Context: an optimization exercise on an open-source flow, tuned for small area and a short achievable clock period. The choices shown serve that exercise and are no tape-out recipe.
RTL that was checked went through simulation tests only; none was proved equivalent to the original.
Only the layout flow was run in run 8; the RTL was not checked for function there.
Power and IR drop assume default switching activity.

===== design/flow/design.v =====
module ELM_log(
    input  [12:0] a,
    output [3:0]  k,
    output [4:0]  f
    );
    wire [12:0] above;    
    wire [12:0] lead;     
    assign above[12] = 1'b0;
    genvar i, j;
    generate
        for (i = 11; i >= 0; i = i - 1) begin : g_above
            assign above[i] = |a[12:i+1];
        end
        for (i = 0; i < 13; i = i + 1) begin : g_lead
            assign lead[i] = a[i] & ~above[i];
        end
    endgenerate
    assign k[0] = lead[1] | lead[3] | lead[5] | lead[7] | lead[9] | lead[11];
    assign k[1] = lead[2] | lead[3] | lead[6] | lead[7] | lead[10] | lead[11];
    assign k[2] = lead[4] | lead[5] | lead[6] | lead[7] | lead[12];
    assign k[3] = lead[8] | lead[9] | lead[10] | lead[11] | lead[12];
    generate
        for (j = 0; j < 5; j = j + 1) begin : g_f
            wire [12:0] t;
            for (i = 0; i < 13; i = i + 1) begin : g_t
                if (i - 1 - j >= 0) begin : g_on
                    assign t[i] = lead[i] & a[i-1-j];
                end else begin : g_off
                    assign t[i] = 1'b0;
                end
            end
            assign f[4-j] = |t;
        end
    endgenerate
endmodule
module ELM_add #(parameter W = 18) (
    input  [W-1:0] a,
    input  [W-1:0] b,
    input          ci,
    output [W-1:0] s
    );
    wire [W-1:0] p0 = a ^ b;
    wire [W-1:0] g0 = a & b;
    wire [W-1:0] g [0:5];
    wire [W-1:0] p [0:5];
    assign g[0] = {g0[W-1:1], g0[0] | (p0[0] & ci)};
    assign p[0] = p0;
    genvar l, i;
    generate
        for (l = 0; l < 5; l = l + 1) begin : g_lvl
            for (i = 0; i < W; i = i + 1) begin : g_bit
                if (i >= (1 << l)) begin : g_op
                    assign g[l+1][i] = g[l][i] | (p[l][i] & g[l][i-(1<<l)]);
                    assign p[l+1][i] = p[l][i] & p[l][i-(1<<l)];
                end else begin : g_pass
                    assign g[l+1][i] = g[l][i];
                    assign p[l+1][i] = p[l][i];
                end
            end
        end
    endgenerate
    assign s = p0 ^ {g[5][W-2:0], ci};
endmodule
module ELM_front(
    input  [15:0] x,
    input  [15:0] y,
    output [17:0] h,       
    output        yneg,    
    output [4:0]  ksum,    
    output [5:0]  m,       
    output        sn       
    );
    wire xone = x[14] ^ x[13];
    wire xtwo = ~xone & (x[15] ^ x[14]);
    wire xneg = x[15] & (xone | xtwo);
    wire [17:0] ys = {y[15], y[15], y};
    wire [17:0] pp2 = (({18{xone}} & ys) | ({18{xtwo}} & {ys[16:0], 1'b0})) ^ {18{xneg}};
    wire yone = y[14] ^ y[13];
    wire ytwo = ~yone & (y[15] ^ y[14]);
    assign yneg = y[15] & (yone | ytwo);
    wire [17:0] xs = {{4{x[13]}}, x[13:0]};
    wire [17:0] pp1 = (({18{yone}} & xs) | ({18{ytwo}} & {xs[16:0], 1'b0})) ^ {18{yneg}};
    ELM_add #(18) add_h(.a(pp2), .b(pp1), .ci(xneg), .s(h));
    wire [12:0] ax = x[12:0] ^ {13{x[13]}};
    wire [12:0] ay = y[12:0] ^ {13{y[13]}};
    wire [3:0] kx, ky;
    wire [4:0] fx, fy;
    ELM_log log_x(.a(ax), .k(kx), .f(fx));
    ELM_log log_y(.a(ay), .k(ky), .f(fy));
    wire nz = (x[13] | (|x[7:0])) & (y[13] | (|y[7:0]));
    wire [4:0] kk = kx + ky;
    assign ksum = kk | {5{~nz}};
    assign sn = nz & (x[13] ^ y[13]);
    assign m = fx + fy;
endmodule
module ELM_back(
    input  [17:0] h,
    input         yneg,
    input  [4:0]  ksum,
    input  [5:0]  m,
    input         sn,
    output [31:0] p
    );
    wire [6:0] w = m[5] ? {1'b1, m[4:0], 1'b0} : {1'b0, 1'b1, m[4:0]};
    wire [9:0] u = {3'b0, w} << ksum[1:0];
    wire [7:0] oq;
    genvar i, j;
    generate
        for (i = 0; i < 8; i = i + 1) begin : g_oq
            assign oq[i] = (ksum[4:2] == i) && (i < 7);
        end
    endgenerate
    wire [27:0] a;
    generate
        for (j = 0; j < 28; j = j + 1) begin : g_a
            wire [6:0] t;
            for (i = 0; i < 7; i = i + 1) begin : g_t
                if (j + 5 - 4 * i >= 0 && j + 5 - 4 * i <= 9) begin : g_on
                    assign t[i] = u[j+5-4*i] & oq[i];
                end else begin : g_off
                    assign t[i] = 1'b0;
                end
            end
            assign a[j] = |t;
        end
    endgenerate
    wire [27:0] pp0 = a ^ {28{sn}};
    assign p[13:0] = pp0[13:0] - yneg;
    wire c14 = yneg & (|pp0[13:0]);
    ELM_add #(18) add_p(.a(h), .b({{4{sn}}, pp0[27:14]}), .ci(c14), .s(p[31:14]));
endmodule
module ELM_Mitchw6(
    input [15:0] x,
    input [15:0] y,
    output [31:0] p
    );
    wire [17:0] h;
    wire yneg, sn;
    wire [4:0] ksum;
    wire [5:0] m;
    ELM_front front(.x(x), .y(y), .h(h), .yneg(yneg), .ksum(ksum), .m(m), .sn(sn));
    ELM_back back(.h(h), .yneg(yneg), .ksum(ksum), .m(m), .sn(sn), .p(p));
endmodule
module mult_top(
    input clk,
    input  [15:0] x,
    input  [15:0] y,
    output reg [31:0] p_out
    );
    wire [17:0] h_d;
    wire yneg_d, sn_d;
    wire [4:0] ksum_d;
    wire [5:0] m_d;
    ELM_front front(.x(x), .y(y), .h(h_d), .yneg(yneg_d), .ksum(ksum_d),
                    .m(m_d), .sn(sn_d));
    reg [17:0] h_q;
    reg yneg_q, sn_q;
    reg [4:0] ksum_q;
    reg [5:0] m_q;
    wire [31:0] P_vec;
    ELM_back back(.h(h_q), .yneg(yneg_q), .ksum(ksum_q), .m(m_q),
                  .sn(sn_q), .p(P_vec));
    always @(posedge clk)
    begin
        h_q <= h_d;
        yneg_q <= yneg_d;
        ksum_q <= ksum_d;
        m_q <= m_d;
        sn_q <= sn_d;
        p_out <= P_vec;
    end
endmodule

===== design/flow/flow/run.sh =====
#!/bin/bash
# Standard layout, with two changes passed to the ORFS make run:
#  - no full/half adder cell extraction in synthesis (ABC maps the adders),
#  - port buffers made from the smallest buffer cell.
export ADDER_MAP_FILE=
export BUFFER_PORTS_ARGS="-buffer_cell sky130_fd_sc_hd__buf_1"
bash standard.sh > standard.log 2>&1

===== design/flow/standard.sh =====
#!/bin/bash
# synth_recipe.tcl (not shown) runs the flow's synth.tcl, then flattens the netlist and writes it again
# the make line also repeats each setting of config.mk as NAME=value (left out here)
make -C /OpenROAD-flow-scripts/flow DESIGN_CONFIG=/design/flow/config.mk WORK_HOME=/design/flow/orfs CLKGATE_MAP_FILE= SYNTH_SCRIPT=/design/flow/synth_recipe.tcl "${@:-finish}"

===== design/flow/constraint.sdc =====
create_clock -name core_clock -period 7.0 [get_ports {clk}]
set_input_delay 1.4000 -clock core_clock [delete_from_list [all_inputs] [get_ports {clk}]]
set_output_delay 1.4000 -clock core_clock [all_outputs]
set_load 0.01 [all_outputs]

===== design/flow/config.mk =====
export PLATFORM = sky130hd
export DESIGN_NAME = mult_top
export DESIGN_NICKNAME = mult_top
export VERILOG_FILES = /design/flow/design.v
export SDC_FILE = /design/flow/constraint.sdc
export NUM_CORES = 4
export LEC_CHECK = 0
export ABC_AREA = 1
export CAP_MARGIN = 20
export CORE_MARGIN = 2
export CORE_UTILIZATION = 40
export SETUP_SLACK_MARGIN = 3.0
export SLEW_MARGIN = 20

==> results of run 1 <==
[cell type report]
type / count / area, µm² / share of cell area
Multi-Input combinational cell: 877 / 4738 / 0.6319
Sequential cell: 63 / 1261 / 0.1682
Inverter: 173 / 655.6 / 0.08744
Tap cell: 220 / 275.3 / 0.03671
Clock buffer: 11 / 252.7 / 0.03371
Timing Repair Buffer: 65 / 251.5 / 0.03354
Clock inverter: 5 / 56.30 / 0.007509
Timing Repair inverter: 1 / 7.507 / 0.001001
[power by group through the flow]
stage | logic (W) | registers (W) | clock network (W)
after floorplan | 0.00124 | 0.000607 | 0
after global placement | 0.00156 | 0.000593 | 0
after detailed placement | 0.00157 | 0.000596 | 0
after CTS | 0.00158 | 0.000589 | 0.000459
after global routing | 0.00181 | 0.000606 | 0.000478
final | 0.00158 | 0.000589 | 0.000446
[registers in the layout, summed over array words and instances, names as in the netlist]
name and cells:
yneg_q 1, ksum_q 5, h_q 18, p_out 32, sn_q 1, m_q 6
[layout by cell type, fill, tap and decap left out, drive strengths merged, types with 17 or more instances in the layout]
cell type,netlist,final
buf,16,64
o21ai,41,41
nor3,27,27
nand3,87,87
inv,172,172
a21oi,34,34
nand2,341,341
nor2,110,110
or2,20,20
dfxtp,63,63
xnor2,24,24
nand4,17,17
xor2,86,86
o22ai,42,42
[final timing paths]
check,from,to,slack (ns)
setup / recovery,x[13],ksum_q[4],3.28
hold / removal,yneg_q,p_out[14],0.55
setup reg to reg,sn_q,p_out[30],3.50
hold reg to reg,yneg_q,p_out[14],0.55
[worst register-to-register path, cell delays in order, from the launching register on]
cell        delay (ns)
dfxtp_1           1.08
clkinvlp_4        0.68
xor2_1            0.32
nor2_1            0.14
inv_1             0.07
nand2_1           0.16
o21ai_0           0.18
a21oi_1           0.25
o21ai_0           0.13
nor3_1            0.21
nand2_1           0.08
nand2_1           0.06
nand2_1           0.04
[cell families after synthesis]
logic type	after synthesis	synth area share
flops	63	0.1859
buf+inv	192	0.1173
simple gates	616	0.4080
xor+xnor	110	0.1498
compound gates	151	0.1391
[what timing repair did]
| action | 4_1_cts | 5_1_grt |
|---|---|---|
| buffers inserted | 0 | 0 |
| cloned | 0 | 1 |
| setup endpoints to repair | 12 | 24 |
| hold buffers | 0 | 0 |
| resized for setup | 3 | 7 |
[stage by stage]
step                      setup WS, ns  instance area, µm²    util  hold WS (ns)  cells
final                            3.282                7498  0.4522        0.5457   1415
after global routing             3.019                7498  0.4522        0.6082   1415
after CTS                        3.120                7482  0.4512        0.5497   1414
after detailed placement         2.366                7163  0.4319        0.5400   1398
after global placement           2.458                7163  0.4319        0.5347   1398
after floorplan                  3.615                6784       -        0.4833   1132
[per-layer routing]
metal | global-route usage | share of wire | routed length, µm
met1 | 0.2701 | 0.49 | 8416
met2 | 0.3036 | 0.43 | 7468
met3 | 0.03250 | 0.062 | 1069
met4 | 0.06491 | 0.021 | 357
met5 | 0 | 0 | 0
==> results.py, run 1 <==
metrics = {
    "worst_setup_path": {
        "worst_setup_path_start_kind": "input port",
        "crit_required_ns": 7.26,
        "cpLargestDelayFamily": "simple AND/OR/NAND/NOR gates",
        "crit_buf_inv": 3,
        "path_max_fanout": 19,
        "cpPeakStageDelay_ns": 0.47,
        "path_depth": 14,
        "worstSetupPathType": "in2reg",
        "reg2reg_depth": 12,
        "crit_arrival_ns": 3.98,
        "end_kind": "flip-flop",
        "worst_path_max_delay_cell": "nor3_2",
        "crit_chain": "buf_1 -> buf_4 -> xor2_2 -> nor3_2 -> nand3_2 -> nor3_2 -> a31oi_1 -> nand4_1 -> nand2_1 -> o21ai_2 -> inv_2 -> a21oi_2 -> nand3_1 -> nand3_1",
    },
    "clocking": {
        "htree_levels": 3,
        "cts_buffer_depth": 2,
        "cts.root.buffer_cell": "clkbuf_16",
        "cts.sinks": 63,
        "cts_buffers": 9,
        "clk_latency_ns": 0.33,
        "cts_tree": "done",
        "path_clk_slew_ns": 0.05,
    },
    "logic_synthesis": {
        "ys_ff_latch": 63,
        "async_reset_ff_frac": 0,
        "avgSynthCellArea_um2": 5.993,
        "synthCells": 1132,
        "netlist_area_mm2": 0.006784,
        "synth_fp_nets": 1165,
        "ys_seq_area_frac": 0.1859,
        "post_synth_num_cell_types": 56,
        "synth_edf_count": 0,
        "yosysTopAreaCellShare": 0.1859,
        "synth.top_cells.by_count": "nand2_1 (324), inv_1 (153), nor2_1 (100)",
        "synth.most_common_cell": "nand2_1",
        "synth_ff_type": "dfxtp_1",
        "yosysTopAreaCell": "dfxtp_1",
        "synth_area_leaders": "dfxtp_1 (19%), nand2_1 (18%), xor2_1 (10%), inv_1 (8.5%), nand3_1 (6.1%)",
        "yosys_warnings": 2,
    },
    "hold_path": {
        "hold_depth": 2,
        "min_path_type": "reg2reg",
    },
    "finish": {
        "drive_above_1_share": 0.08954,
        "diodes": 0,
        "fill_cells": 1831,
        "areaGrowthSynthToFinish_pct": 10.53,
        "nNetsFinal": 1223,
    },
    "sta": {
        "fmax_mhz": 269.0,
        "min_period_over_period": 0.5311,
        "maxSlewHeadroom": 0.2354,
        "rsz0062_at_grt": "no",
        "finalSetupViolCount": 0,
        "maxSlewViolCount": 0,
        "clock_skew_ns": 0.006752,
        "fin_crit_ns": 3.718,
        "fin_tns_setup_ns": 0,
        "max_slew.worst_pin.slew_ns": 1.145,
        "hold_violations": 0,
    },
    "global_route": {
        "grt_overflow": 0,
        "grt_antenna_before_repair": 0,
        "track_usage": 0.1939,
        "grt_pass1_wl_um": 29010,
        "grt_max_degree": 27,
        "grt_pass1_vias": 6279,
    },
    "routing": {
        "drc": 0,
        "finalWirelength_um": 17310,
        "dr.pass1.iters": 5,
        "drtAntennaViolNets": 0,
        "route.vias.total": 7007,
        "wl_per_cell_um": 12.23,
        "vias_per_cell": 4.952,
        "drt_iter0_markers": 440,
    },
    "die": {
        "start_util": 0.4091,
        "fp.coreArea_mm2": 0.01658,
        "dieArea_mm2": 0.01802,
        "ios": 65,
        "fp.dieH_um": 134.2,
        "rows": 47,
        "die_x_um": 134.2,
    },
    "power_and_ir_drop": {
        "ir_worst_vdd_mv": 0.1588,
        "p_sw_w": 0.001263,
        "power.total_w": 0.002613,
        "powerDensity_mw_per_mm2": 348.5,
        "power.share.combinational": 0.604,
        "switching_share": 0.4832,
        "power_frac_seq": 0.225,
        "intPower_w": 0.001350,
        "cellLeakagePower_nw": 3.777,
        "clockPowerShare": 0.171,
    },
    "flow_run": {
        "max_cap_viol_count": 0,
    },
    "outcome": {
        "status": "no timing/DRC/antenna violations",
    },
    "placement": {
        "dpl.hpwl_um": 14130,
        "io_buffer_count": 64,
        "gp_congestion": 0.9194,
    },
}
==> run 2: changes to the inputs <==
--- a/design/flow/config.mk
+++ b/design/flow/config.mk
@@ -9,5 +9,5 @@
 export CAP_MARGIN = 20
 export CORE_MARGIN = 2
 export CORE_UTILIZATION = 40
-export SETUP_SLACK_MARGIN = 3.0
+export SETUP_SLACK_MARGIN = 3.3
 export SLEW_MARGIN = 20
==> results.py, run 2 <==
metrics = {
    "hold_path": {
        "hold_depth": 2,
        "holdPathEnd": "p_out[14]",
        "hp-start": "yneg_q",
        "min_path_type": "reg2reg",
    },
    "routing": {
        "drt_iter0_markers": 449,
        "route.vias.total": 7080,
        "wl_per_cell_um": 12.25,
        "dr.pass1.iters": 8,
        "drc": 0,
        "vias_per_cell": 4.975,
        "finalWirelength_um": 17440,
        "drtAntennaViolNets": 0,
    },
    "worst_setup_path": {
        "crit_chain": "buf_1 -> buf_12 -> buf_4 -> xnor2_4 -> inv_1 -> nor3_4 -> nand3_4 -> nor3_4 -> nand2_1 -> o21ai_1 -> nor3_2 -> a21o_1 -> nand2_1 -> o21ai_2 -> nand3_1 -> nand2_1 -> nand2_1 -> nand2_1",
        "r2r_end": "p_out[30]",
        "reg2reg_from": "sn_q",
        "r2r_slack_ns": 4.06,
        "worst_path_max_delay_cell": "nor3_4",
        "crit_path_frequent_cell": "nand2_1",
        "worstSetupPathType": "in2reg",
        "crit_required_ns": 7.22,
        "crit_arrival_ns": 3.80,
        "end_kind": "flip-flop",
        "cpPeakStageDelay_ns": 0.36,
        "path_max_fanout": 13,
        "reg2reg_depth": 12,
        "worst_setup_path_start_kind": "input port",
    },
    "placement": {
        "gp_congestion": 0.9194,
        "dpl.hpwl_um": 14130,
        "io_buffer_count": 64,
    },
    "sta": {
        "fmax_mhz": 279.5,
        "fin_crit_ns": 3.577,
        "maxSlewViolCount": 0,
        "hold_violations": 0,
        "clock_skew_ns": 0.006695,
        "min_period_over_period": 0.5111,
        "finalSetupViolCount": 0,
        "max_slew.worst_pin.slew_ns": 0.7112,
        "rsz0062_at_grt": "yes",
        "maxSlewHeadroom": 0.5222,
        "fin_tns_setup_ns": 0,
    },
    "power_and_ir_drop": {
        "cellLeakagePower_nw": 3.857,
        "powerDensity_mw_per_mm2": 340.6,
        "ir_worst_vdd_mv": 0.1587,
    },
    "finish": {
        "largest_reg_flops": 32,
        "nNetsFinal": 1231,
        "final_cell_mix": "nand2_1 (319), inv_1 (152), nor2_1 (97), nand3_1 (83), xor2_1 (75)",
        "areaGrowthSynthToFinish_pct": 13.91,
        "largest-register": "p_out",
        "diodes": 0,
        "drive_above_1_share": 0.1114,
        "final_core_util": 0.4660,
        "reg_top3": "p_out (32), h_q (18), m_q (6)",
        "layout_commonest_cell": "nand2_1",
    },
    "clocking": {
        "path_clk_slew_ns": 0.05,
        "hold_buffers": 0,
        "clk_latency_ns": 0.33,
        "cts.sinks": 63,
        "cts_buffers": 9,
        "cts.root.buffer_cell": "clkbuf_16",
        "htree_levels": 3,
        "cts_buffer_depth": 2,
        "cts_tree": "done",
    },
    "logic_synthesis": {
        "yosys_warnings": 2,
        "synth.most_common_cell": "nand2_1",
        "synth_fp_nets": 1165,
        "synthCells": 1132,
        "synth.top_cells.by_count": "nand2_1 (324), inv_1 (153), nor2_1 (100)",
        "yosysTopAreaCell": "dfxtp_1",
        "synth_ff_type": "dfxtp_1",
        "ys_ff_latch": 63,
        "post_synth_num_cell_types": 56,
        "synth_edf_count": 0,
        "netlist_area_mm2": 0.006784,
        "yosysTopAreaCellShare": 0.1859,
        "synth_area_leaders": "dfxtp_1 (19%), nand2_1 (18%), xor2_1 (10%), inv_1 (8.5%), nand3_1 (6.1%)",
        "async_reset_ff_frac": 0,
        "avgSynthCellArea_um2": 5.993,
        "ys_seq_area_frac": 0.1859,
    },
    "die": {
        "fp.dieH_um": 134.2,
        "rows": 47,
        "dieArea_mm2": 0.01802,
        "fp.coreArea_mm2": 0.01658,
        "start_util": 0.4091,
        "ios": 65,
        "die_x_um": 134.2,
    },
    "outcome": {
        "status": "no timing/DRC/antenna violations",
    },
    "global_route": {
        "grt_pass1_wl_um": 29060,
        "grt_pass1_vias": 6290,
        "grt_overflow": 0,
        "grt_antenna_before_repair": 0,
        "grt_max_degree": 27,
        "track_usage": 0.1942,
    },
    "flow_run": {
        "max_cap_viol_count": 0,
    },
}
-- run 2: cell count changes in the layout (fill, tap and decap cells not counted), moves of 4 or more --
cell	previous run	this run
buf_4	1	9
nor3_1	18	14
xor2_1	81	75
xor2_2	5	9
-- run 2: worst max-delay path: cells and delay by family --
family	cells	cell delay (ns)
AO/OA/AOI/OAI	3	0.38
XOR/XNOR	1	0.19
AND/OR/NAND/NOR	10	1.32
buffers and inverters	4	0.51
-- run 2: timing repair --
item,4_1_cts,5_1_grt
gates resized for setup,9,34
buffers inserted,0,9
setup endpoints to repair,31,22
pin swaps,0,5
-- run 2: routing by layer --
layer | vias up | part of all wire | GRT usage
li1 | 3758 | - | -
met1 | 3005 | 0.48 | 0.2703
met2 | 282 | 0.43 | 0.3044
met3 | 35 | 0.064 | 0.03250
met4 | 0 | 0.022 | 0.06491
met5 | - | 0 | 0
-- run 2: cell type report --
class / instances / area, µm²
inverter: 173 / 655.6
timing repair buffer: 74 / 335.3
clock inverter: 5 / 56.30
tap: 220 / 275.3
sequential: 63 / 1262
fill: 1796 / 8856
multi-input combinational: 877 / 4890
clock buffer: 11 / 252.7
-- run 2: metrics by stage --
step	hold slack [ns]	cell area (µm²)	cells	power, W	setup WS [ns]
after floorplan	0.4833	6784	1132	0.001843	3.615
after global placement	0.5347	7163	1398	0.002158	2.458
after detailed placement	0.5400	7163	1398	0.002167	2.366
after CTS	0.5497	7488	1414	0.002624	3.282
after global routing	0.6083	7727	1423	0.002913	3.249
final	0.5514	7727	1423	0.002632	3.423
-- run 2: worst max path at each step --
| stage | startpoint | end | slack, ns |
|---|---|---|---|
| floorplan | y[13] | m_q[3] | 3.61 |
| detailed placement | y[13] | h_q[11] | 2.37 |
| global placement | y[13] | h_q[11] | 2.46 |
| CTS | x[13] | m_q[5] | 3.28 |
| global route | x[13] | m_q[5] | 3.25 |
| finish | x[13] | m_q[5] | 3.42 |
-- run 2: report_power, final --
group	switching [W]	total [W]	internal (W)
Combinational	0.00105	0.00160	0.000549
Sequential	0.0000708	0.000588	0.000518
Clock	0.000153	0.000446	0.000294
Total	0.00127	0.00263	0.00136
-- run 2: logic make-up after synthesis --
kind of cell / synth area share
AOI/OAI and AO/OA: 0.1391
xor gates and xnor gates: 0.1498
buffers and inverters: 0.1173
DFF: 0.1859
and+or+nand+nor: 0.4080
==> run 3: changes to the inputs <==
--- a/design/flow/config.mk
+++ b/design/flow/config.mk
@@ -9,5 +9,6 @@
 export CAP_MARGIN = 20
 export CORE_MARGIN = 2
 export CORE_UTILIZATION = 40
+export CTS_BUF_LIST = sky130_fd_sc_hd__clkbuf_8
 export SETUP_SLACK_MARGIN = 3.3
 export SLEW_MARGIN = 20
==> results.py, run 3 <==
metrics = {
    "outcome": {
        "status": "no timing/DRC/antenna violations",
    },
    "power_and_ir_drop": {
        "switching_share": 0.5019,
        "power.total_w": 0.002494,
        "ir_worst_vdd_mv": 0.1536,
        "powerDensity_mw_per_mm2": 333.6,
        "cellLeakagePower_nw": 3.763,
        "power_frac_seq": 0.236,
        "intPower_w": 0.001242,
        "power.share.combinational": 0.635,
        "p_sw_w": 0.001252,
        "clockPowerShare": 0.129,
    },
    "logic_synthesis": {
        "synth_area_leaders": "dfxtp_1 (19%), nand2_1 (18%), xor2_1 (10%), inv_1 (8.5%), nand3_1 (6.1%)",
        "synth_edf_count": 0,
        "yosysTopAreaCellShare": 0.1859,
        "ys_ff_latch": 63,
        "avgSynthCellArea_um2": 5.993,
        "post_synth_num_cell_types": 56,
        "yosysTopAreaCell": "dfxtp_1",
        "synth.most_common_cell": "nand2_1",
        "synthCells": 1132,
        "netlist_area_mm2": 0.006784,
        "synth_fp_nets": 1165,
        "synth_ff_type": "dfxtp_1",
        "synth.top_cells.by_count": "nand2_1 (324), inv_1 (153), nor2_1 (100)",
        "yosys_warnings": 2,
        "ys_seq_area_frac": 0.1859,
        "async_reset_ff_frac": 0,
    },
    "die": {
        "rows": 47,
        "dieArea_mm2": 0.01802,
        "die_x_um": 134.2,
        "start_util": 0.4091,
        "ios": 65,
        "fp.coreArea_mm2": 0.01658,
        "fp.dieH_um": 134.2,
    },
    "sta": {
        "fin_tns_setup_ns": 0,
        "max_slew.worst_pin.slew_ns": 0.6965,
        "finalSetupViolCount": 0,
        "setup_ws_ns": 3.461,
        "hold_violations": 0,
        "rsz0062_at_grt": "yes",
        "fmax_mhz": 282.6,
        "fin_crit_ns": 3.539,
        "min_period_over_period": 0.5055,
        "clock_skew_ns": 0.01076,
        "maxSlewHeadroom": 0.5321,
        "maxSlewViolCount": 0,
        "whs_ns": 0.5518,
    },
    "routing": {
        "drc": 0,
        "route.vias.total": 7024,
        "dr.pass1.iters": 5,
        "wl_per_cell_um": 12.19,
        "vias_per_cell": 4.967,
        "drt_iter0_markers": 447,
        "finalWirelength_um": 17240,
        "drtAntennaViolNets": 0,
    },
    "flow_run": {
        "max_cap_viol_count": 0,
    },
    "clocking": {
        "post_cts_buffers": 0,
        "cts_buffer_depth": 2,
        "cts_buffers": 9,
        "cts_tree": "done",
        "cts.sinks": 63,
        "clk_latency_ns": 0.35,
        "path_clk_slew_ns": 0.07,
        "hold_buffers": 0,
        "htree_levels": 3,
        "cts.root.buffer_cell": "clkbuf_8",
    },
    "worst_setup_path": {
        "r2r_slack_ns": 4.05,
        "path_max_fanout": 19,
        "reg2reg_from": "sn_q",
        "worst_setup_path_start_kind": "input port",
        "worstSetupPathType": "in2reg",
        "crit_required_ns": 7.23,
        "end_kind": "flip-flop",
        "reg2reg_depth": 12,
        "crit_arrival_ns": 3.77,
        "r2r_end": "p_out[30]",
    },
    "global_route": {
        "grt_antenna_before_repair": 0,
        "grt_max_degree": 27,
        "track_usage": 0.1934,
        "grt_pass1_wl_um": 29010,
        "grt_pass1_vias": 6292,
        "grt_overflow": 0,
    },
    "finish": {
        "drive_above_1_share": 0.09380,
        "final_cell_mix": "nand2_1 (321), inv_1 (153), nor2_1 (100), nand3_1 (83), xor2_1 (80)",
        "reg_top3": "p_out (32), h_q (18), m_q (6)",
        "fill_cells": 1825,
        "largest_reg_flops": 32,
        "areaGrowthSynthToFinish_pct": 10.18,
        "diodes": 0,
        "layout_commonest_cell": "nand2_1",
        "nNetsFinal": 1222,
        "largest-register": "p_out",
    },
    "hold_path": {
        "min_path_type": "reg2reg",
        "holdPathEnd": "p_out[14]",
        "hp-start": "yneg_q",
        "hold_depth": 2,
    },
    "placement": {
        "gp_congestion": 0.9194,
        "io_buffer_count": 64,
        "dpl.hpwl_um": 14130,
        "post-place-ws_ns": 2.366,
    },
}
-- run 3: metal layers --
layer / vias up / global-route usage / part of all wire
li1: 3749 / - / -
met1: 3000 / 0.2701 / 0.49
met2: 249 / 0.3036 / 0.43
met3: 26 / 0.02797 / 0.058
met4: 0 / 0.06842 / 0.018
met5: - / 0 / 0
-- run 3: through the flow --
stage / std cells / utilization / cell area [µm²]
2_1_floorplan: 1132 / - / 6784
6_report: 1414 / 0.4507 / 7475
4_1_cts: 1414 / 0.4453 / 7385
5_1_grt: 1414 / 0.4507 / 7475
3_3_place_gp: 1398 / 0.4319 / 7163
3_5_place_dp: 1398 / 0.4319 / 7163
-- run 3: cell type report --
type	count	area [µm²]	area share
Clock buffer	11	151.4	0.02025
Multi-Input combinational cell	877	4812	0.6438
Clock inverter	5	56.30	0.007533
Timing Repair Buffer	65	264.0	0.03532
Inverter	173	653.1	0.08738
Sequential cell	63	1262	0.1689
Tap cell	220	275.3	0.03683
-- run 3: how the worst max path moves through the flow --
stage / end / start / slack (ns)
5_1_grt: h_q[11] / y[13] / 3.21
6_report: ksum_q[3] / x[13] / 3.46
3_3_place_gp: h_q[11] / y[13] / 2.46
3_5_place_dp: h_q[11] / y[13] / 2.37
2_1_floorplan: m_q[3] / y[13] / 3.61
4_1_cts: m_q[5] / x[13] / 3.31
-- run 3: power by group through the flow --
| stage | sequential (W) | clock [W] | combinational (W) |
|---|---|---|---|
| final | 0.000587 | 0.000322 | 0.00158 |
| after floorplan | 0.000607 | 0 | 0.00124 |
| after detailed placement | 0.000596 | 0 | 0.00157 |
| after CTS | 0.000588 | 0.000333 | 0.00158 |
| after global placement | 0.000593 | 0 | 0.00156 |
| after global routing | 0.000605 | 0.000349 | 0.00182 |
-- run 3: logic make-up after synthesis --
family,count (synthesis),share of synthesized area
simple gates,616,0.4080
buf+inv,192,0.1173
compound gates,151,0.1391
xor+xnor,110,0.1498
flops,63,0.1859
-- run 3: repair_timing --
item / CTS / global route
resized for setup: 8 / 18
setup endpoints to repair: 28 / 22
hold endpoints to repair: 0 / 0
-- run 3: worst max-delay path, stage by stage --
cell and delay [ns]:
buf_1 0.12, buf_12 0.21, xor2_1 0.26, inv_1 0.16, nand3_4 0.18, inv_2 0.10, nand2_1 0.19, nand2_1 0.13
nor3_1 0.17, nand2_1 0.16, xnor2_1 0.27, o21ai_2 0.09, inv_2 0.06, a21oi_2 0.06, a21boi_1 0.11, o21ai_0 0.08
==> run 4: changes to the inputs <==
--- a/design/flow/config.mk
+++ b/design/flow/config.mk
@@ -9,6 +9,6 @@
 export CAP_MARGIN = 20
 export CORE_MARGIN = 2
 export CORE_UTILIZATION = 40
-export CTS_BUF_LIST = sky130_fd_sc_hd__clkbuf_8
-export SETUP_SLACK_MARGIN = 3.3
+export CTS_BUF_LIST = sky130_fd_sc_hd__clkbuf_4
+export SETUP_SLACK_MARGIN = 3.0
 export SLEW_MARGIN = 20
==> results.py, run 4 <==
metrics = {
    "placement": {
        "dpl.hpwl_um": 14130,
        "detailed_place.area_mm2": 0.007163,
        "gp_congestion": 0.9194,
        "io_buffer_count": 64,
    },
    "worst_setup_path": {
        "crit_end": "ksum_q[3]",
        "crit_required_ns": 7.29,
        "startpoint": "x[13]",
        "path_max_fanout": 19,
        "reg2reg_depth": 11,
        "crit_arrival_ns": 4.02,
        "worst_setup_path_start_kind": "input port",
        "r2r_end": "p_out[31]",
        "r2r_slack_ns": 3.32,
        "end_kind": "flip-flop",
        "reg2reg_from": "sn_q",
        "worstSetupPathType": "in2reg",
    },
    "routing": {
        "wl_per_cell_um": 12.15,
        "vias_per_cell": 4.939,
        "drt_iter0_markers": 407,
        "drtAntennaViolNets": 0,
        "drc": 0,
        "dr.pass1.iters": 5,
        "route.vias.total": 6988,
        "finalWirelength_um": 17190,
    },
    "clocking": {
        "cts.root.buffer_cell": "clkbuf_4",
        "path_clk_slew_ns": 0.09,
        "cts_tree": "done",
        "htree_levels": 3,
        "cts_buffers": 9,
        "cts_buffer_depth": 2,
        "clk_latency_ns": 0.41,
        "cts.sinks": 63,
    },
    "die": {
        "rows": 47,
        "dieArea_mm2": 0.01802,
        "die_x_um": 134.2,
        "fp.coreArea_mm2": 0.01658,
        "fp.dieH_um": 134.2,
        "ios": 65,
        "start_util": 0.4091,
    },
    "power_and_ir_drop": {
        "switching_share": 0.5156,
        "power_frac_seq": 0.245,
        "clockPowerShare": 0.098,
        "powerDensity_mw_per_mm2": 327.6,
        "ir_worst_vdd_mv": 0.1532,
        "cellLeakagePower_nw": 3.694,
        "intPower_w": 0.001160,
        "power.share.combinational": 0.657,
        "p_sw_w": 0.001235,
    },
    "finish": {
        "final_cell_mix": "nand2_1 (322), inv_1 (153), nor2_1 (100), nand3_1 (83), xor2_1 (81)",
        "largest_reg_flops": 32,
        "final_core_util": 0.4408,
        "final_cell_area_mm2": 0.007310,
        "diodes": 0,
        "areaGrowthSynthToFinish_pct": 7.746,
        "largest-register": "p_out",
        "nNetsFinal": 1223,
        "layout_commonest_cell": "nand2_1",
        "fill_cells": 1854,
        "reg_top3": "p_out (32), h_q (18), m_q (6)",
        "drive_above_1_share": 0.08703,
    },
    "sta": {
        "fin_tns_setup_ns": 0,
        "max_slew.worst_pin.slew_ns": 1.083,
        "finalSetupViolCount": 0,
        "hold_violations": 0,
        "clock_skew_ns": 0.01973,
        "maxSlewHeadroom": 0.2771,
        "rsz0062_at_grt": "yes",
        "min_period_over_period": 0.5330,
        "fin_crit_ns": 3.731,
        "fmax_mhz": 268.0,
        "maxSlewViolCount": 0,
    },
    "flow_run": {
        "max_cap_viol_count": 0,
    },
    "global_route": {
        "grt_pass1_wl_um": 28850,
        "grt_antenna_before_repair": 0,
        "grt_overflow": 0,
        "track_usage": 0.1918,
        "grt_pass1_vias": 6273,
        "grt_max_degree": 27,
    },
    "logic_synthesis": {
        "netlist_area_mm2": 0.006784,
        "avgSynthCellArea_um2": 5.993,
        "synth_area_leaders": "dfxtp_1 (19%), nand2_1 (18%), xor2_1 (10%), inv_1 (8.5%), nand3_1 (6.1%)",
        "ys_seq_area_frac": 0.1859,
        "synth.most_common_cell": "nand2_1",
        "synthCells": 1132,
        "async_reset_ff_frac": 0,
        "synth_ff_type": "dfxtp_1",
        "synth_fp_nets": 1165,
        "yosysTopAreaCellShare": 0.1859,
        "synth_edf_count": 0,
        "yosys_warnings": 2,
        "yosysTopAreaCell": "dfxtp_1",
        "ys_ff_latch": 63,
        "synth.top_cells.by_count": "nand2_1 (324), inv_1 (153), nor2_1 (100)",
        "post_synth_num_cell_types": 56,
    },
    "outcome": {
        "status": "no timing/DRC/antenna violations",
    },
    "hold_path": {
        "min_path_type": "reg2reg",
    },
}
-- run 4: kinds of logic (layout without fill, tap and decap cells) --
logic type      after synthesis  after routing  synth area share
compound gates              151            151            0.1391
xor+xnor                    110            110            0.1498
flops                        63             63            0.1859
buf+inv                     192            255            0.1173
simple gates                616            616            0.4080
-- run 4: final cells by class --
class                      count  area (µm²)  area share
timing repair inverter         1       5.005   0.0006847
clock buffer                   9       67.56    0.009243
sequential                    63        1261      0.1725
tap                          220       275.3     0.03766
clock inverter                 7       63.81    0.008730
multi-input combinational    877        4732      0.6474
inverter                     173       655.6     0.08970
timing repair buffer          65       249.0     0.03406
-- run 4: metal layers --
metal | track usage | vias up | share of wire
met5 | 0 | - | 0
met4 | 0.06082 | 0 | 0.017
met3 | 0.02721 | 28 | 0.056
met2 | 0.3050 | 247 | 0.43
met1 | 0.2678 | 2973 | 0.49
li1 | - | 3740 | -
-- run 4: how the worst min path moves through the flow --
stage	startpoint	endpoint	slack, ns	cells past startpoint
after floorplan	yneg_q	p_out[14]	0.48	2
after global placement	h_q[17]	p_out[31]	0.53	3
after detailed placement	yneg_q	p_out[14]	0.54	2
after CTS	yneg_q	p_out[14]	0.55	2
after global routing	yneg_q	p_out[14]	0.61	2
final	yneg_q	p_out[14]	0.56	2
-- run 4: critical path, stage by stage --
cell and delay (ns):
buf_1 0.06, buf_4 0.32, xor2_2 0.36, nor3_2 0.11
nand3_2 0.21, inv_2 0.12, nand2_1 0.20, nand2_1 0.11
nor4_1 0.60, inv_1 0.08, nor2_1 0.19, a21oi_2 0.07
a21boi_1 0.11, o21ai_0 0.08
-- run 4: power groups by stage --
stage	Sequential [W]	Combinational, W	Clock, W
4_1_cts	0.000587	0.00157	0.000245
6_report	0.000587	0.00157	0.000234
5_1_grt	0.000604	0.00181	0.000262
3_5_place_dp	0.000596	0.00157	0
3_3_place_gp	0.000593	0.00156	0
2_1_floorplan	0.000607	0.00124	0
-- run 4: metrics by stage --
step                setup slack [ns]  hold WS, ns  total power (W)  instances
floorplan                      3.615       0.4833         0.001843       1132
global placement               2.458       0.5347         0.002158       1398
detailed placement             2.366       0.5400         0.002167       1398
CTS                            3.130       0.5534         0.002407       1414
global route                   2.974       0.6125         0.002676       1415
finish                         3.269       0.5598         0.002395       1415
-- run 4: timing repair --
action,in CTS,in global routing
setup endpoints to repair,6,16
gates cloned,0,1
gates resized for setup,3,4
hold buffers,0,0
setup buffers,0,0
==> run 5: changes to the inputs <==
--- a/design/flow/config.mk
+++ b/design/flow/config.mk
@@ -8,7 +8,7 @@
 export ABC_AREA = 1
 export CAP_MARGIN = 20
 export CORE_MARGIN = 2
-export CORE_UTILIZATION = 40
+export CORE_UTILIZATION = 60
 export CTS_BUF_LIST = sky130_fd_sc_hd__clkbuf_4
-export SETUP_SLACK_MARGIN = 3.0
+export SETUP_SLACK_MARGIN = 3.3
 export SLEW_MARGIN = 20
==> results.py, run 5 <==
metrics = {
    "hold_path": {
        "min_path_type": "reg2reg",
        "hold_depth": 3,
    },
    "routing": {
        "dr.pass1.iters": 6,
        "drtAntennaViolNets": 0,
        "wl_per_cell_um": 12.13,
        "vias_per_cell": 5.267,
        "drc": 0,
        "route.vias.total": 7037,
        "drt_iter0_markers": 527,
        "finalWirelength_um": 16200,
    },
    "clocking": {
        "cts_buffers": 9,
        "clk_latency_ns": 0.42,
        "path_clk_slew_ns": 0.10,
        "post_cts_buffers": 0,
        "cts.root.buffer_cell": "clkbuf_4",
        "cts.sinks": 63,
        "htree_levels": 3,
        "cts_buffer_depth": 2,
        "cts_tree": "done",
    },
    "logic_synthesis": {
        "synth.top_cells.by_count": "nand2_1 (324), inv_1 (153), nor2_1 (100)",
        "yosysTopAreaCellShare": 0.1859,
        "post_synth_num_cell_types": 56,
        "avgSynthCellArea_um2": 5.993,
        "yosysTopAreaCell": "dfxtp_1",
        "synth.most_common_cell": "nand2_1",
        "synth_fp_nets": 1165,
        "synthCells": 1132,
        "ys_ff_latch": 63,
        "ys_seq_area_frac": 0.1859,
        "synth_edf_count": 0,
        "yosys_warnings": 2,
        "async_reset_ff_frac": 0,
        "synth_ff_type": "dfxtp_1",
        "synth_area_leaders": "dfxtp_1 (19%), nand2_1 (18%), xor2_1 (10%), inv_1 (8.5%), nand3_1 (6.1%)",
        "netlist_area_mm2": 0.006784,
    },
    "placement": {
        "dpl.hpwl_um": 13070,
        "io_buffer_count": 64,
        "gp_congestion": 0.9679,
    },
    "die": {
        "fp.dieH_um": 110.3,
        "die_x_um": 110.3,
        "start_util": 0.6204,
        "ios": 65,
        "dieArea_mm2": 0.01217,
        "rows": 38,
        "fp.coreArea_mm2": 0.01094,
    },
    "worst_setup_path": {
        "worst_setup_path_start_kind": "input port",
        "crit_required_ns": 7.31,
        "cpPeakStageDelay_ns": 0.62,
        "path_max_fanout": 16,
        "worstSetupPathType": "in2reg",
        "end_kind": "flip-flop",
        "reg2reg_depth": 13,
        "crit_arrival_ns": 3.86,
        "worst_path_max_delay_cell": "a2111oi_0",
        "crit_chain": "clkbuf_4 -> xnor2_1 -> inv_1 -> nand4_1 -> o22ai_1 -> a2111oi_0 -> nand4_1 -> nand2_1 -> inv_1 -> nor2_1 -> inv_1 -> nand2_1 -> nand2_1",
    },
    "sta": {
        "fin_tns_setup_ns": 0,
        "fin_crit_ns": 3.544,
        "maxSlewViolCount": 0,
        "clock_skew_ns": 0.01150,
        "hold_violations": 0,
        "min_period_over_period": 0.5063,
        "whs_ns": 0.5473,
        "max_slew.worst_pin.slew_ns": 0.8592,
        "maxSlewHeadroom": 0.4237,
        "fmax_mhz": 282.1,
        "finalSetupViolCount": 0,
        "rsz0062_at_grt": "yes",
    },
    "global_route": {
        "grt_use_met1": 0.3671,
        "grt_max_degree": 27,
        "met2_usage": 0.4474,
        "grt_pass1_vias": 6092,
        "grt_overflow": 0,
        "grt_antenna_before_repair": 1,
        "use_met3": 0.03116,
        "grt_pass1_wl_um": 27010,
        "track_usage": 0.2743,
        "top_usage_layer": "met2",
    },
    "finish": {
        "largest-register": "p_out",
        "layout_commonest_cell": "nand2_1",
        "drive_above_1_share": 0.09038,
        "largest_reg_flops": 32,
        "areaGrowthSynthToFinish_pct": 7.931,
        "nNetsFinal": 1223,
        "final_cell_mix": "nand2_1 (321), inv_1 (153), nor2_1 (100), nand3_1 (83), xor2_1 (80)",
        "reg_top3": "p_out (32), h_q (18), m_q (6)",
    },
    "power_and_ir_drop": {
        "powerDensity_mw_per_mm2": 342.9,
        "ir_worst_vdd_mv": 0.3113,
        "cellLeakagePower_nw": 3.752,
    },
    "flow_run": {
        "max_cap_viol_count": 0,
    },
    "outcome": {
        "status": "no timing/DRC/antenna violations",
    },
}
## run 5: final timing paths
path / startpoint / to / slack (ns)
setup / recovery: y[13] / m_q[4] / 3.46
hold / removal: h_q[17] / p_out[31] / 0.55
setup reg to reg: sn_q / p_out[31] / 3.81
hold reg to reg: h_q[17] / p_out[31] / 0.55
## run 5: timing repair
action,in CTS,in global routing
setup endpoints to repair,20,13
cloned,0,0
pin swaps,0,0
hold buffers,0,0
resized for setup,5,8
## run 5: power by group
part / total [W] / internal (W) / switching (W)
Clock: 0.000345 / 0.000220 / 0.000124
Combinational: 0.00158 / 0.000541 / 0.00104
Sequential: 0.000582 / 0.000516 / 0.0000666
## run 5: layout make-up
class,count,area [µm²]
Multi-Input combinational cell,877,4761
Fill cell,1045,3613
Sequential cell,63,1261
Inverter,173,651.9
Timing Repair Buffer,66,262.8
Tap cell,140,175.2
Clock inverter,6,132.6
Clock buffer,10,75.07
Antenna cell,1,2.502
## run 5: through the flow
stage               total power, W  area (µm²)  cells  worst slack (ns)    util
detailed placement        0.002144        7071   1319             2.320  0.6466
floorplan                 0.001843        6784   1132             3.615       -
global route              0.002780        7322   1336             3.255  0.6696
CTS                       0.002501        7282   1335             3.370  0.6659
finish                    0.002511        7322   1336             3.456  0.6696
global placement          0.002126        7071   1319             2.450  0.6466
## run 5: metal layers
layer	share of wire	routed length (µm)	vias up
li1	-	-	3761
met1	0.47	7644	2949
met2	0.44	7160	290
met3	0.064	1041	37
met4	0.022	357	0
met5	0	0	-
## run 5: critical path, delay by kind of cell
| kind | cells | cell delay, ns |
|---|---|---|
| compound gates | 2 | 0.73 |
| simple gates | 6 | 0.92 |
| buf+inv | 4 | 0.49 |
| xor+xnor | 1 | 0.30 |
## run 5: cell families after synthesis
family,after synthesis,share of synthesized area
flip-flops,63,0.1859
XOR/XNOR,110,0.1498
AND/OR/NAND/NOR,616,0.4080
AO/OA/AOI/OAI,151,0.1391
buffers and inverters,192,0.1173
==> run 6: changes to the inputs <==
--- a/design/flow/config.mk
+++ b/design/flow/config.mk
@@ -8,7 +8,7 @@
 export ABC_AREA = 1
 export CAP_MARGIN = 20
 export CORE_MARGIN = 2
-export CORE_UTILIZATION = 60
+export CORE_UTILIZATION = 40
 export CTS_BUF_LIST = sky130_fd_sc_hd__clkbuf_4
-export SETUP_SLACK_MARGIN = 3.3
+export SETUP_SLACK_MARGIN = 3.6
 export SLEW_MARGIN = 20
==> results.py, run 6 <==
metrics = {
    "logic_synthesis": {
        "synth_ff_type": "dfxtp_1",
        "synth.top_cells.by_count": "nand2_1 (324), inv_1 (153), nor2_1 (100)",
        "synth_xor_area_frac": 0.1498,
        "synthCells": 1132,
        "netlist_area_mm2": 0.006784,
        "yosysTopAreaCellShare": 0.1859,
        "ys_ff_latch": 63,
        "synth_fp_nets": 1165,
        "yosys_warnings": 2,
        "synth_adder_area_share": 0,
        "yosysTopAreaCell": "dfxtp_1",
        "synth_edf_count": 0,
        "synthMuxAreaShare": 0,
        "synth.most_common_cell": "nand2_1",
        "async_reset_ff_frac": 0,
        "ys_seq_area_frac": 0.1859,
        "synth_simple_gate_area_frac": 0.4080,
        "synth_top_family_by_area": "simple AND/OR/NAND/NOR gates",
        "post_synth_num_cell_types": 56,
        "synth_area_leaders": "dfxtp_1 (19%), nand2_1 (18%), xor2_1 (10%), inv_1 (8.5%), nand3_1 (6.1%)",
        "avgSynthCellArea_um2": 5.993,
        "synth_compound_area_frac": 0.1391,
    },
    "placement": {
        "gp_congestion": 0.9194,
        "post-place-ws_ns": 2.366,
        "io_buffer_count": 64,
        "dpl.hpwl_um": 14130,
        "detailed_place.area_mm2": 0.007163,
    },
    "power_and_ir_drop": {
        "cellLeakagePower_nw": 3.899,
        "power.total_w": 0.002460,
        "ir_worst_vdd_mv": 0.1532,
        "p_sw_w": 0.001264,
        "intPower_w": 0.001196,
        "powerDensity_mw_per_mm2": 313.4,
        "power_frac_seq": 0.238,
        "clockPowerShare": 0.095,
        "switching_share": 0.5139,
        "power.share.combinational": 0.666,
    },
    "finish": {
        "diodes": 0,
        "drive_above_1_share": 0.1405,
        "nNetsFinal": 1238,
        "reg_top3": "p_out (32), h_q (18), m_q (6)",
        "areaGrowthSynthToFinish_pct": 15.70,
        "final_cell_mix": "nand2_1 (307), inv_1 (151), nor2_1 (95), nand3_1 (81), xor2_1 (74)",
        "largest_reg_flops": 32,
        "layout_commonest_cell": "nand2_1",
        "largest-register": "p_out",
        "final_cell_area_mm2": 0.007849,
    },
    "clocking": {
        "clk_latency_ns": 0.42,
        "cts_buffers": 9,
        "htree_levels": 3,
        "cts.sinks": 63,
        "cts_tree": "done",
        "path_clk_slew_ns": 0.09,
        "cts.root.buffer_cell": "clkbuf_4",
        "cts_buffer_depth": 2,
    },
    "die": {
        "fp.dieH_um": 134.2,
        "rows": 47,
        "fp.coreArea_mm2": 0.01658,
        "dieArea_mm2": 0.01802,
        "die_x_um": 134.2,
        "start_util": 0.4091,
        "ios": 65,
    },
    "sta": {
        "max_slew.worst_pin.slew_ns": 0.7320,
        "fmax_mhz": 299.3,
        "clock_skew_ns": 0.02114,
        "finalSetupViolCount": 0,
        "rsz0062_at_grt": "yes",
        "setup_ws_ns": 3.659,
        "maxSlewHeadroom": 0.5083,
        "fin_tns_setup_ns": 0,
        "hold_violations": 0,
        "fin_crit_ns": 3.341,
        "maxSlewViolCount": 0,
        "min_period_over_period": 0.4773,
    },
    "worst_setup_path": {
        "end_kind": "flip-flop",
        "crit_arrival_ns": 3.63,
        "worst_setup_path_start_kind": "input port",
        "crit_required_ns": 7.29,
        "worstSetupPathType": "in2reg",
        "path_max_fanout": 7,
    },
    "routing": {
        "drt_iter0_markers": 460,
        "vias_per_cell": 4.971,
        "wl_per_cell_um": 12.44,
        "drc": 0,
        "route.vias.total": 7109,
        "finalWirelength_um": 17780,
        "dr.pass1.iters": 7,
        "drtAntennaViolNets": 0,
    },
    "global_route": {
        "grt_antenna_before_repair": 0,
        "track_usage": 0.1922,
        "grt_max_degree": 27,
        "grt_pass1_wl_um": 28910,
        "grt_overflow": 0,
        "grt_pass1_vias": 6295,
    },
    "outcome": {
        "status": "no timing/DRC/antenna violations",
    },
    "hold_path": {
        "min_path_type": "reg2reg",
    },
    "flow_run": {
        "max_cap_viol_count": 0,
    },
}
## run 6: cell counts after synthesis
Identical to the previous run, type by type.
## run 6: final timing paths
check	start	to	slack [ns]	cells after the start
worst min-delay path	yneg_q	p_out[14]	0.55	2
worst max-delay path	x[13]	ksum_q[3]	3.66	16
worst max register to register	sn_q	p_out[30]	4.09	12
worst min register to register	yneg_q	p_out[14]	0.55	2
## run 6: routing by layer
| layer | up-vias | global-route usage | share of wire |
|---|---|---|---|
| met5 | - | 0 | 0 |
| met2 | 247 | 0.3050 | 0.44 |
| li1 | 3771 | - | - |
| met1 | 3064 | 0.2674 | 0.48 |
| met4 | 0 | 0.06316 | 0.017 |
| met3 | 27 | 0.02797 | 0.057 |
## run 6: layout make-up
cell class / count / area [µm²]
fillers: 1778 / 8735
multi-input cells: 878 / 5094
flip-flops and latches: 63 / 1262
inverters: 173 / 658.1
repair buffers: 80 / 427.9
well taps: 220 / 275.3
clock buffers: 9 / 67.56
clock inverters: 7 / 63.81
## run 6: cell families (layout without fill, tap and decap cells)
group                     after synthesis  after routing
xor gates and xnor gates              110            110
buffers and inverters                 192            269
AOI/OAI and AO/OA                     151            151
and+or+nand+nor                       616            617
DFF                                    63             63
## run 6: power groups by stage
stage	registers [W]	logic (W)	clock network (W)
2_1_floorplan	0.000607	0.00124	0
5_1_grt	0.000604	0.00187	0.000262
4_1_cts	0.000587	0.00158	0.000245
3_3_place_gp	0.000593	0.00156	0
6_report	0.000586	0.00164	0.000234
3_5_place_dp	0.000596	0.00157	0
## run 6: through the flow
step                std cells  utilization  hold WS (ns)
detailed placement       1398       0.4319        0.5400
floorplan                1132            -        0.4833
finish                   1430       0.4733        0.5480
global route             1430       0.4733        0.6127
global placement         1398       0.4319        0.5347
CTS                      1414       0.4444        0.5534
## run 6: worst max-delay path: stages
cell and delay [ns]:
buf_4 0.15, buf_12 0.15, xor2_1 0.29, inv_1 0.17
nand3_4 0.18, inv_4 0.08, nand2_2 0.13, nand2_1 0.11
nor3_1 0.15, nand2_1 0.14, xnor2_1 0.26, o21ai_2 0.09
inv_2 0.08, a21oi_4 0.05, a21boi_1 0.11, o21ai_0 0.08
## run 6: timing repair
item | in CTS | in global routing
cloned | 0 | 3
buffers inserted | 0 | 13
setup endpoints to repair | 47 | 35
hold buffers | 0 | 0
endpoints found under the hold margin | 0 | 0
pin swaps | 0 | 23
gates resized for setup | 19 | 77
==> run 7: changes to the inputs <==
--- a/design/flow/config.mk
+++ b/design/flow/config.mk
@@ -10,5 +10,5 @@
 export CORE_MARGIN = 2
 export CORE_UTILIZATION = 40
 export CTS_BUF_LIST = sky130_fd_sc_hd__clkbuf_4
-export SETUP_SLACK_MARGIN = 3.6
+export SETUP_SLACK_MARGIN = 3.3
 export SLEW_MARGIN = 20
==> results.py, run 7 <==
metrics = {
    "global_route": {
        "grt_overflow": 0,
        "grt_pass1_vias": 6273,
        "grt_antenna_before_repair": 0,
        "grt_pass1_wl_um": 28850,
        "grt_max_degree": 27,
        "track_usage": 0.1918,
    },
    "routing": {
        "finalWirelength_um": 17190,
        "drc": 0,
        "vias_per_cell": 4.959,
        "drtAntennaViolNets": 0,
        "dr.pass1.iters": 6,
        "wl_per_cell_um": 12.16,
        "route.vias.total": 7012,
        "drt_iter0_markers": 486,
    },
    "die": {
        "die_x_um": 134.2,
        "rows": 47,
        "fp.coreArea_mm2": 0.01658,
        "fp.dieH_um": 134.2,
        "start_util": 0.4091,
        "dieArea_mm2": 0.01802,
        "ios": 65,
    },
    "clocking": {
        "clk_latency_ns": 0.42,
        "cts_buffers": 9,
        "cts_tree": "done",
        "htree_levels": 3,
        "hold_buffers": 0,
        "cts.sinks": 63,
        "cts_buffer_depth": 2,
        "cts.root.buffer_cell": "clkbuf_4",
        "path_clk_slew_ns": 0.09,
    },
    "sta": {
        "whs_ns": 0.5504,
        "max_slew.worst_pin.slew_ns": 0.7315,
        "maxSlewViolCount": 0,
        "fin_crit_ns": 3.539,
        "rsz0062_at_grt": "yes",
        "clock_skew_ns": 0.01982,
        "maxSlewHeadroom": 0.5086,
        "fin_tns_setup_ns": 0,
        "min_period_over_period": 0.5055,
        "setup_ws_ns": 3.461,
        "fmax_mhz": 282.6,
        "hold_violations": 0,
        "finalSetupViolCount": 0,
    },
    "logic_synthesis": {
        "synthCells": 1132,
        "synth_ff_type": "dfxtp_1",
        "yosysTopAreaCellShare": 0.1859,
        "ys_ff_latch": 63,
        "synth_fp_nets": 1165,
        "post_synth_num_cell_types": 56,
        "synth.top_cells.by_count": "nand2_1 (324), inv_1 (153), nor2_1 (100)",
        "avgSynthCellArea_um2": 5.993,
        "netlist_area_mm2": 0.006784,
        "synth.most_common_cell": "nand2_1",
        "async_reset_ff_frac": 0,
        "yosys_warnings": 2,
        "synth_edf_count": 0,
        "ys_seq_area_frac": 0.1859,
        "yosysTopAreaCell": "dfxtp_1",
        "synth_area_leaders": "dfxtp_1 (19%), nand2_1 (18%), xor2_1 (10%), inv_1 (8.5%), nand3_1 (6.1%)",
    },
    "power_and_ir_drop": {
        "ir_worst_vdd_mv": 0.1531,
        "cellLeakagePower_nw": 3.715,
        "powerDensity_mw_per_mm2": 325.9,
        "power.total_w": 0.002400,
    },
    "finish": {
        "areaGrowthSynthToFinish_pct": 8.521,
        "diodes": 0,
        "final_cell_count_no_fill": 1414,
        "layout_commonest_cell": "nand2_1",
        "nNetsFinal": 1222,
        "largest_reg_flops": 32,
        "final_cell_mix": "nand2_1 (321), inv_1 (153), nor2_1 (100), nand3_1 (83), xor2_1 (80)",
        "largest-register": "p_out",
        "reg_top3": "p_out (32), h_q (18), m_q (6)",
        "drive_above_1_share": 0.09045,
    },
    "worst_setup_path": {
        "crit_chain": "buf_1 -> buf_6 -> xor2_1 -> inv_1 -> nand3_4 -> inv_2 -> nand2_1 -> o22ai_1 -> nor3_1 -> a21o_1 -> nand2_1 -> o21ai_2 -> nand3_1 -> nand2_1 -> nand2_1 -> nand2_1",
        "crit_buf_inv": 4,
        "worstSetupPathType": "in2reg",
        "crit_arrival_ns": 3.89,
        "cpPeakStageDelay_ns": 0.33,
        "cpLargestDelayFamily": "simple AND/OR/NAND/NOR gates",
        "path_max_fanout": 19,
        "crit_path_frequent_cell": "nand2_1",
        "worst_path_max_delay_cell": "nor3_1",
        "crit_required_ns": 7.35,
        "worst_setup_path_start_kind": "input port",
        "end_kind": "flip-flop",
    },
    "hold_path": {
        "min_path_type": "reg2reg",
    },
    "placement": {
        "dp_cells": 1398,
        "io_buffer_count": 64,
        "dpl.hpwl_um": 14130,
        "post-place-ws_ns": 2.366,
        "gp_congestion": 0.9194,
    },
    "outcome": {
        "status": "no timing/DRC/antenna violations",
    },
    "flow_run": {
        "max_cap_viol_count": 0,
    },
}
-- run 7: area by class of cell --
type | count | area (µm²)
fill | 1839 | 9221
multi-input combinational | 877 | 4785
sequential | 63 | 1262
inverter | 173 | 653.1
tap | 220 | 275.3
timing repair buffer | 65 | 255.2
clock buffer | 9 | 67.56
clock inverter | 7 | 63.81
-- run 7: power breakdown --
| group | leakage, nW | internal [W] | switching [W] | total [W] |
|---|---|---|---|---|
| Clock | 0.0708 | 0.000106 | 0.000128 | 0.000234 |
| Combinational | 3.11 | 0.000541 | 0.00104 | 0.00158 |
| Sequential | 0.531 | 0.000516 | 0.0000705 | 0.000586 |
| Total | 3.71 | 0.00116 | 0.00124 | 0.00240 |
-- run 7: worst paths after layout --
path,from,endpoint,slack (ns),depth (start not counted)
setup / recovery,x[13],m_q[5],3.46,16
hold reg to reg,yneg_q,p_out[14],0.55,2
hold / removal,yneg_q,p_out[14],0.55,2
setup reg to reg,sn_q,p_out[30],4.07,12
-- run 7: logic make-up after synthesis --
kind of cell,share of synthesized area
and+or+nand+nor,0.4080
buffers and inverters,0.1173
AOI/OAI and AO/OA,0.1391
xor gates and xnor gates,0.1498
DFF,0.1859
-- run 7: metrics by stage --
step                instance area [µm²]    util
floorplan                          6784       -
global placement                   7163  0.4319
detailed placement                 7163  0.4319
CTS                                7302  0.4403
global route                       7362  0.4439
finish                             7362  0.4439
-- run 7: metal layers --
layer	global-route usage	share of wire
met1	0.2678	0.49
met2	0.3050	0.44
met3	0.02721	0.053
met4	0.06082	0.016
met5	0	0
-- run 7: tightest hold or removal path, delay by kind of cell, from the launching register on --
| family | cells | cell delay [ns] |
|---|---|---|
| xor gates and xnor gates | 1 | 0.05 |
| and+or+nand+nor | 1 | 0.09 |
| DFF | 1 | 0.36 |
-- run 7: what timing repair did --
action                     CTS  global route
pin swaps                    0             0
setup endpoints to repair   27            20
cloned                       0             0
setup buffers                0             0
resized for setup            7            11
==> run 8: changes to the inputs <==
--- a/design/flow/design.v
+++ b/design/flow/design.v
@@ -49,9 +49,10 @@
     generate
         for (l = 0; l < 5; l = l + 1) begin : g_lvl
             for (i = 0; i < W; i = i + 1) begin : g_bit
-                if (i >= (1 << l)) begin : g_op
-                    assign g[l+1][i] = g[l][i] | (p[l][i] & g[l][i-(1<<l)]);
-                    assign p[l+1][i] = p[l][i] & p[l][i-(1<<l)];
+                if ((i >> l) & 1) begin : g_op
+                    localparam integer J = ((i >> l) << l) - 1;
+                    assign g[l+1][i] = g[l][i] | (p[l][i] & g[l][J]);
+                    assign p[l+1][i] = p[l][i] & p[l][J];
                 end else begin : g_pass
                     assign g[l+1][i] = g[l][i];
                     assign p[l+1][i] = p[l][i];
==> results.py, run 8 <==
metrics = {
    "worst_setup_path": {
        "reg2reg_from": "sn_q",
        "path_max_fanout": 16,
        "end_kind": "flip-flop",
        "reg2reg_depth": 22,
        "worstSetupPathType": "in2reg",
        "crit_arrival_ns": 3.91,
        "crit_end": "m_q[5]",
        "r2r_end": "p_out[31]",
        "r2r_slack_ns": 3.81,
        "worst_setup_path_start_kind": "input port",
        "startpoint": "x[13]",
        "crit_required_ns": 7.37,
    },
    "logic_synthesis": {
        "yosys_warnings": 2,
        "synth_ff_type": "dfxtp_1",
        "yosysTopAreaCell": "dfxtp_1",
        "netlist_area_mm2": 0.006404,
        "ys_seq_area_frac": 0.1970,
        "synth_area_leaders": "dfxtp_1 (20%), nand2_1 (16%), xor2_1 (12%), inv_1 (7.6%), nor2_1 (4.9%)",
        "yosysTopAreaCellShare": 0.1970,
        "post_synth_num_cell_types": 53,
        "async_reset_ff_frac": 0,
        "synth.top_cells.by_count": "nand2_1 (270), inv_1 (130), xor2_1 (88)",
        "avgSynthCellArea_um2": 6.297,
        "ys_ff_latch": 63,
        "synth.most_common_cell": "nand2_1",
        "synth_edf_count": 0,
        "synth_fp_nets": 1050,
        "synthCells": 1017,
    },
    "global_route": {
        "track_usage": 0.1856,
        "grt_pass1_vias": 5526,
        "grt_antenna_before_repair": 0,
        "grt_overflow": 0,
        "grt_max_degree": 28,
        "grt_pass1_wl_um": 25900,
    },
    "clocking": {
        "cts_buffer_depth": 2,
        "clk_latency_ns": 0.43,
        "hold_buffers": 0,
        "htree_levels": 3,
        "cts.root.buffer_cell": "clkbuf_4",
        "cts_tree": "done",
        "cts.sinks": 63,
        "path_clk_slew_ns": 0.12,
        "cts_buffers": 9,
    },
    "sta": {
        "rsz0062_at_grt": "no",
        "finalSetupViolCount": 0,
        "maxSlewViolCount": 0,
        "fin_tns_setup_ns": 0,
        "max_slew.worst_pin.slew_ns": 0.8176,
        "min_period_over_period": 0.5052,
        "fin_crit_ns": 3.536,
        "setup_ws_ns": 3.464,
        "fmax_mhz": 282.8,
        "hold_violations": 0,
        "maxSlewHeadroom": 0.4516,
        "clock_skew_ns": 0.02447,
    },
    "die": {
        "ios": 65,
        "fp.dieH_um": 130.5,
        "die_x_um": 130.5,
        "rows": 46,
        "fp.coreArea_mm2": 0.01577,
        "start_util": 0.4061,
        "dieArea_mm2": 0.01704,
    },
    "placement": {
        "gp_congestion": 0.9373,
        "dpl.hpwl_um": 12770,
        "io_buffer_count": 64,
        "post-place-ws_ns": 2.779,
    },
    "finish": {
        "largest_reg_flops": 32,
        "layout_commonest_cell": "nand2_1",
        "nNetsFinal": 1120,
        "areaGrowthSynthToFinish_pct": 11.29,
        "fill_cells": 1718,
        "final_cell_mix": "nand2_1 (267), inv_1 (130), xor2_1 (85), nor2_1 (84), buf_1 (64)",
        "drive_above_1_share": 0.1328,
        "reg_top3": "p_out (32), h_q (18), m_q (6)",
        "largest-register": "p_out",
        "diodes": 0,
    },
    "power_and_ir_drop": {
        "p_sw_w": 0.001102,
        "intPower_w": 0.001094,
        "cellLeakagePower_nw": 3.510,
        "switching_share": 0.5020,
        "power_frac_seq": 0.264,
        "ir_worst_vdd_mv": 0.1482,
        "clockPowerShare": 0.097,
        "power.share.combinational": 0.640,
        "powerDensity_mw_per_mm2": 308.1,
    },
    "hold_path": {
        "min_path_type": "reg2reg",
    },
    "routing": {
        "route.vias.total": 6367,
        "vias_per_cell": 4.868,
        "finalWirelength_um": 15520,
        "wl_per_cell_um": 11.87,
        "drc": 0,
        "drtAntennaViolNets": 0,
        "dr.pass1.iters": 7,
        "drt_iter0_markers": 461,
    },
    "flow_run": {
        "max_cap_viol_count": 0,
    },
    "outcome": {
        "status": "no timing/DRC/antenna violations",
    },
}
run 8: changes by cell type in the layout (fill, tap and decap cells not counted), sizes merged, moves of 11 or more:
cell and change:
buf +13, nand2 -41, nand3 -16, inv -21
nor2 -13, nor3 -11
run 8: cell families after synthesis:
family | count (synthesis) | synth area share
buf+inv | 170 | 0.1088
compound gates | 143 | 0.1444
simple gates | 527 | 0.3839
xor+xnor | 114 | 0.1659
flops | 63 | 0.1970
run 8: repair_timing:
item                       CTS  global route
buffers inserted             0            10
setup endpoints to repair    3            18
resized for setup            2            20
pin swaps                    0             2
run 8: power groups by stage:
stage / clock network [W] / registers, W / logic (W)
2_1_floorplan: 0 / 0.000608 / 0.00110
3_3_place_gp: 0 / 0.000587 / 0.00138
3_5_place_dp: 0 / 0.000591 / 0.00139
4_1_cts: 0.000222 / 0.000581 / 0.00139
5_1_grt: 0.000239 / 0.000595 / 0.00160
6_report: 0.000212 / 0.000579 / 0.00140
run 8: how the worst min path moves through the flow:
stage	from	end	slack [ns]	depth (start not counted)
2_1_floorplan	yneg_q	p_out[14]	0.48	2
5_1_grt	h_q[17]	p_out[31]	0.59	3
4_1_cts	yneg_q	p_out[14]	0.56	2
3_3_place_gp	h_q[17]	p_out[31]	0.53	3
6_report	h_q[17]	p_out[31]	0.55	3
3_5_place_dp	yneg_q	p_out[14]	0.53	2
run 8: worst max-delay path, cell delays in order:
cell      delay [ns]
buf_1           0.12
buf_12          0.19
buf_4           0.16
xor2_1          0.49
inv_1           0.21
o22ai_1         0.18
a21oi_1         0.06
o221ai_1        0.10
a21oi_1         0.06
o221ai_1        0.15
nand2_1         0.16
o21ai_2         0.20
nand2_1         0.07
nand2_1         0.09
nand2_1         0.08
nand2_1         0.08
nand2_1         0.05
nand2_1         0.06
run 8: per-stage QoR:
step	utilization	hold WS, ns	total power, W	std cells	area, µm²
floorplan	-	0.4831	0.001712	1017	6404
global placement	0.4320	0.5314	0.001966	1282	6813
detailed placement	0.4320	0.5350	0.001978	1282	6813
CTS	0.4397	0.5571	0.002195	1298	6934
global route	0.4519	0.5860	0.002434	1308	7127
finish	0.4519	0.5527	0.002196	1308	7127
run 8: layer usage:
| metal | track usage | routed length, µm | up-vias |
|---|---|---|---|
| li1 | - | - | 3420 |
| met1 | 0.2583 | 7589 | 2729 |
| met3 | 0.02972 | 909 | 23 |
| met2 | 0.2960 | 6754 | 195 |
| met4 | 0.05632 | 271 | 0 |
| met5 | 0 | 0 | - |
run 8: final cells by class:
cell class / count / area [µm²] / share of cell area
well taps: 216 / 270.3 / 0.03792
repair buffers: 77 / 362.8 / 0.05091
inverters: 152 / 573.1 / 0.08041
clock buffers: 9 / 67.56 / 0.009480
multi-input cells: 784 / 4544 / 0.6376
flip-flops and latches: 63 / 1261 / 0.1770
clock inverters: 7 / 47.55 / 0.006671

==> re-timing with driven ports <==
The results above use ideal ports. As a check the final layouts listed here were re-extracted and re-timed, cells and wires unchanged. Step 1 (the two cells are an assumption about what drives the block):
set clk [get_ports {clk}]
set_driving_cell -lib_cell sky130_fd_sc_hd__clkbuf_16 $clk
set_driving_cell -lib_cell sky130_fd_sc_hd__buf_2 [delete_from_list [all_inputs] $clk]
Step 2 also shifts input and output timing later by t, the mid clock arrival at the registers, as if the neighbouring blocks saw the same clock. Slacks: ideal ports / drivers / drivers and shift; pairs: ideal ports / drivers.
| run | t (ns) | setup WS [ns] | cell pins on the clock port's net |
|---|---|---|---|
| run 1 | 0.365 | 3.282 / 3.298 / 2.933 | 1 |
| run 2 | 0.368 | 3.423 / 3.443 / 3.075 | 1 |
| run 3 | 0.380 | 3.461 / 3.474 / 3.094 | 1 |
| run 4 | 0.433 | 3.269 / 3.276 / 2.843 | 1 |
| run 5 | 0.450 | 3.456 / 3.471 / 3.021 | 1 |
| run 6 | 0.435 | 3.659 / 3.666 / 3.231 | 1 |
| run 7 | 0.435 | 3.461 / 3.468 / 3.033 | 1 |
| run 8 | 0.447 | 3.464 / 3.473 / 3.026 | 1 |
After both steps setup and hold are still met in every run listed. The setup slack of run 8, which loses most, moves by +0.009 ns with the drivers and by -0.438 ns with both steps.
